What follows belongs to an exercise in optimizing a design on an open flow for small area and a short achievable clock period; a production flow would make more cautious choices. Function was checked by simulation only, so behaviour that the tests miss may differ from the original. No activity file was given, so power comes from the tool's default toggle rates.

== job 816 ==
Design CPU, start of the top module:
module CPU (
    input clk,
    input RST,
    output [31:0] imem_addr,
    input  [31:0] imem_data,
    output [31:0] dmem_addr,
    output [31:0] dmem_wdata,
    output dmem_we,
    input  [31:0] dmem_rdata
    );
Size in the first run: roughly 4,200 cells after synthesis, roughly 1,100 flip-flops, roughly 53,000 um^2 of cells after synthesis.
==> flow/config.mk <==
export PLATFORM = sky130hd
export DESIGN_NAME = CPU
export DESIGN_NICKNAME = CPU
export VERILOG_FILES = /design/flow/design.v
export SDC_FILE = /design/flow/constraint.sdc
export NUM_CORES = 4
export LEC_CHECK = 0
export CAP_MARGIN = 20
export CELL_PAD_IN_SITES_DETAIL_PLACEMENT = 1
export CORE_MARGIN = 2
export CORE_UTILIZATION = 53
export CTS_BUF_LIST = sky130_fd_sc_hd__clkbuf_16
export CTS_CLUSTER_DIAMETER = 70
export CTS_CLUSTER_SIZE = 26
export PLACE_DENSITY = 0.63
export SETUP_SLACK_MARGIN = 4.5
export SLEW_MARGIN = 20
export SYNTH_HIERARCHICAL = 1
export SYNTH_MINIMUM_KEEP_SIZE = 0
export TNS_END_PERCENT = 1
==> flow/constraint.sdc <==
create_clock -name core_clock -period 12.0 [get_ports {clk}]
set_input_delay 2.4000 -clock core_clock [delete_from_list [all_inputs] [get_ports {clk}]]
set_output_delay 2.4000 -clock core_clock [all_outputs]
set_load 0.01 [all_outputs]
standard.sh (not shown) runs the stock make flow with config.mk's settings and CLKGATE_MAP_FILE= SYNTH_SCRIPT=/design/flow/synth_recipe.tcl, a recipe that flattens the netlist after the stock synthesis.
==> flow/flow/run.sh <==
#!/bin/bash
# The standard ORFS layout, except that:
#  - the port buffers are plain buf_2 cells (the resizer would otherwise pick a
#    larger delay buffer for every port), and
#  - timing repair does not clone gates (a clone made by the last repair can
#    overload its weak driver after routing, with no repair_design after it).
# The make output of the whole flow goes to flow_make.log in the work folder;
# ORFS keeps each tool's own log under orfs/logs/.
set -euo pipefail
bash standard.sh "BUFFER_PORTS_ARGS=-inputs -outputs -buffer_cell sky130_fd_sc_hd__buf_2" \
    SKIP_GATE_CLONING=1 finish > flow_make.log 2>&1
Input-level comparison between job 3884 and job 816:
# job 816
export LEC_CHECK = 0
export CAP_MARGIN = 20
export CELL_PAD_IN_SITES_DETAIL_PLACEMENT = 1
export CORE_MARGIN = 2
export CORE_UTILIZATION = 53
export CTS_BUF_LIST = sky130_fd_sc_hd__clkbuf_16
export CTS_CLUSTER_DIAMETER = 70
export CTS_CLUSTER_SIZE = 26
export PLACE_DENSITY = 0.63
export SETUP_SLACK_MARGIN = 4.5
export SLEW_MARGIN = 20
export SYNTH_HIERARCHICAL = 1
export SYNTH_MINIMUM_KEEP_SIZE = 0
export TNS_END_PERCENT = 1
create_clock -name core_clock -period 12.0 [get_ports {clk}]
# job 3884
export LEC_CHECK = 0
export CAP_MARGIN = 20
export CELL_PAD_IN_SITES_DETAIL_PLACEMENT = 1
export CORE_MARGIN = 2
export CORE_UTILIZATION = 50
export CTS_BUF_LIST = sky130_fd_sc_hd__clkbuf_16
export CTS_CLUSTER_DIAMETER = 70
export CTS_CLUSTER_SIZE = 26
export PLACE_DENSITY = 0.6
export SETUP_SLACK_MARGIN = 4.5
export SLEW_MARGIN = 20
export SYNTH_HIERARCHICAL = 1
export SYNTH_MINIMUM_KEEP_SIZE = 0
export TNS_END_PERCENT = 1
create_clock -name core_clock -period 12.0 [get_ports {clk}]
==> flow/flow/run.sh <==
#!/bin/bash
# The standard ORFS layout, except that the port buffers are plain buf_2 cells
# (the resizer would otherwise pick a larger delay buffer for every port).
# The make output of the whole flow goes to flow_make.log in the work folder;
# ORFS keeps each tool's own log under orfs/logs/.
set -euo pipefail
bash standard.sh "BUFFER_PORTS_ARGS=-inputs -outputs -buffer_cell sky130_fd_sc_hd__buf_2" finish > flow_make.log 2>&1
==> summary.txt <==
Job 816 has higher overall global routing resource usage than job 3884.
Diff job 816 -> job 3884: number of global-route vias before repair down 1,153; overall power consumption flat; clock insertion delay at the later pin of the skew report up 30 ps.
Job 3884 vs. job 816: core occupancy in the finished layout lost 3.8 points, final area lower, final worst-path cycle share up 0.83 points.
Job 816 vs job 3884, cell with the largest stage delay on the worst path: and3_4 vs nand4_1
On switching share of total power, job 816 tracks job 3884 almost exactly.
Job 816 ended up with imem_data[25] as its source of the critical timing path; job 3884 ended up with imem_data[22].
Wire: job 3884 routes more than job 816
Setup changes, job 3884 to job 2746
# job 3884
export LEC_CHECK = 0
export CAP_MARGIN = 20
export CELL_PAD_IN_SITES_DETAIL_PLACEMENT = 1
export CORE_MARGIN = 2
export CORE_UTILIZATION = 50
export CTS_BUF_LIST = sky130_fd_sc_hd__clkbuf_16
export CTS_CLUSTER_DIAMETER = 70
export CTS_CLUSTER_SIZE = 26
export PLACE_DENSITY = 0.6
export SETUP_SLACK_MARGIN = 4.5
export SLEW_MARGIN = 20
export SYNTH_HIERARCHICAL = 1
export SYNTH_MINIMUM_KEEP_SIZE = 0
export TNS_END_PERCENT = 1
create_clock -name core_clock -period 12.0 [get_ports {clk}]
# job 2746
export LEC_CHECK = 0
export CAP_MARGIN = 10
export CELL_PAD_IN_SITES_DETAIL_PLACEMENT = 1
export CORE_MARGIN = 2
export CORE_UTILIZATION = 50
export CTS_BUF_LIST = sky130_fd_sc_hd__clkbuf_16
export CTS_CLUSTER_DIAMETER = 70
export CTS_CLUSTER_SIZE = 26
export PLACE_DENSITY = 0.6
export SETUP_SLACK_MARGIN = 4.0
export SLEW_MARGIN = 10
export SYNTH_HIERARCHICAL = 1
export SYNTH_MINIMUM_KEEP_SIZE = 0
export TNS_END_PERCENT = 5
create_clock -name core_clock -period 12.0 [get_ports {clk}]
Notes after the runs:
The layout from job 2746, despite a flow that completed every stage, fails the layout checks, with the failing checks listed as capacitance limit, slew limit. Job 2746 vs. job 3884: routed wire length neither gained nor lost much, share of the core filled with cells in the final layout increased 0.80 points, cell area moved up. Half-perimeter wire length of the detailed placement result (job 2746 vs. job 3884) decreases slightly. The total power was comparable across job 2746 and job 3884.
Input-level comparison between job 5379 and job 2746:
# job 2746
export LEC_CHECK = 0
export CAP_MARGIN = 10
export CELL_PAD_IN_SITES_DETAIL_PLACEMENT = 1
export CORE_MARGIN = 2
export CORE_UTILIZATION = 50
export CTS_BUF_LIST = sky130_fd_sc_hd__clkbuf_16
export CTS_CLUSTER_DIAMETER = 70
export CTS_CLUSTER_SIZE = 26
export PLACE_DENSITY = 0.6
export SETUP_SLACK_MARGIN = 4.0
export SLEW_MARGIN = 10
export SYNTH_HIERARCHICAL = 1
export SYNTH_MINIMUM_KEEP_SIZE = 0
export TNS_END_PERCENT = 5
create_clock -name core_clock -period 12.0 [get_ports {clk}]
# job 5379
export LEC_CHECK = 0
export CAP_MARGIN = 20
export CELL_PAD_IN_SITES_DETAIL_PLACEMENT = 1
export CORE_MARGIN = 2
export CORE_UTILIZATION = 50
export CTS_BUF_LIST = sky130_fd_sc_hd__clkbuf_16
export CTS_CLUSTER_DIAMETER = 70
export CTS_CLUSTER_SIZE = 26
export PLACE_DENSITY = 0.6
export SETUP_SLACK_MARGIN = 4.0
export SLEW_MARGIN = 20
export SYNTH_HIERARCHICAL = 1
export SYNTH_MINIMUM_KEEP_SIZE = 0
export TNS_END_PERCENT = 5
create_clock -name core_clock -period 12.0 [get_ports {clk}]
### Flow results
- Job 5379 and job 2746 ended up with roughly the same worst hold-check slack.
- Fraction of area in registers: job 2746 vs job 5379, no meaningful difference
- The filler cell count in the final layout of job 2746 and that of job 5379 are within noise of each other.
- Any difference in number of cells traversed by the worst hold path between job 5379 and job 2746 is small enough to ignore.
- Between job 5379 and job 2746, the difference in final core utilization is negligible.
- [job 5379 vs job 2746] ratio of final minimum period to clock period: higher in job 5379
- Every stage of job 5379 finished as expected; the final checks, on the other hand, flagged capacitance limit, slew limit, which means the layout fails.
- Total leakage power: job 5379 vs job 2746, no meaningful difference
- Between job 2746 and job 5379, the routed wire length figures differ only marginally.
- Job 2746 has higher setup slack after layout than job 5379.

## static timing again, ports no longer ideal
The flow's constraints put no driver on any port. The routed layouts listed below were extracted and timed again, unchanged, in two steps.
Step 1 (the two cells are an assumption about what drives the block):
set clk [get_ports {clk}]
set_driving_cell -lib_cell sky130_fd_sc_hd__clkbuf_16 $clk
set_driving_cell -lib_cell sky130_fd_sc_hd__buf_2 [delete_from_list [all_inputs] $clk]
Step 2, shift: input delay + t, output delay - t, t = (earliest + latest rising clock arrival at the registers) / 2. This alone moves slack from input paths to output paths.
Slacks: ideal / step 1 / step 2; pairs: ideal / step 1.
run	t, ns	slack for setup (ns)	worst hold slack (ns)
job 816	0.742	3.128 / 3.052 / 2.781	0.483 / 0.483 / 0.483
job 3884	0.766	3.029 / 2.979 / 2.522	0.506 / 0.506 / 0.506
job 2746	0.744	3.125 / 2.969 / 2.515	0.474 / 0.474 / 0.474
job 5379	0.740	3.088 / 2.938 / 2.540	0.473 / 0.473 / 0.473
The setup slack of job 2746, which loses most, moves by -0.156 ns with the drivers and by -0.610 ns with both steps.
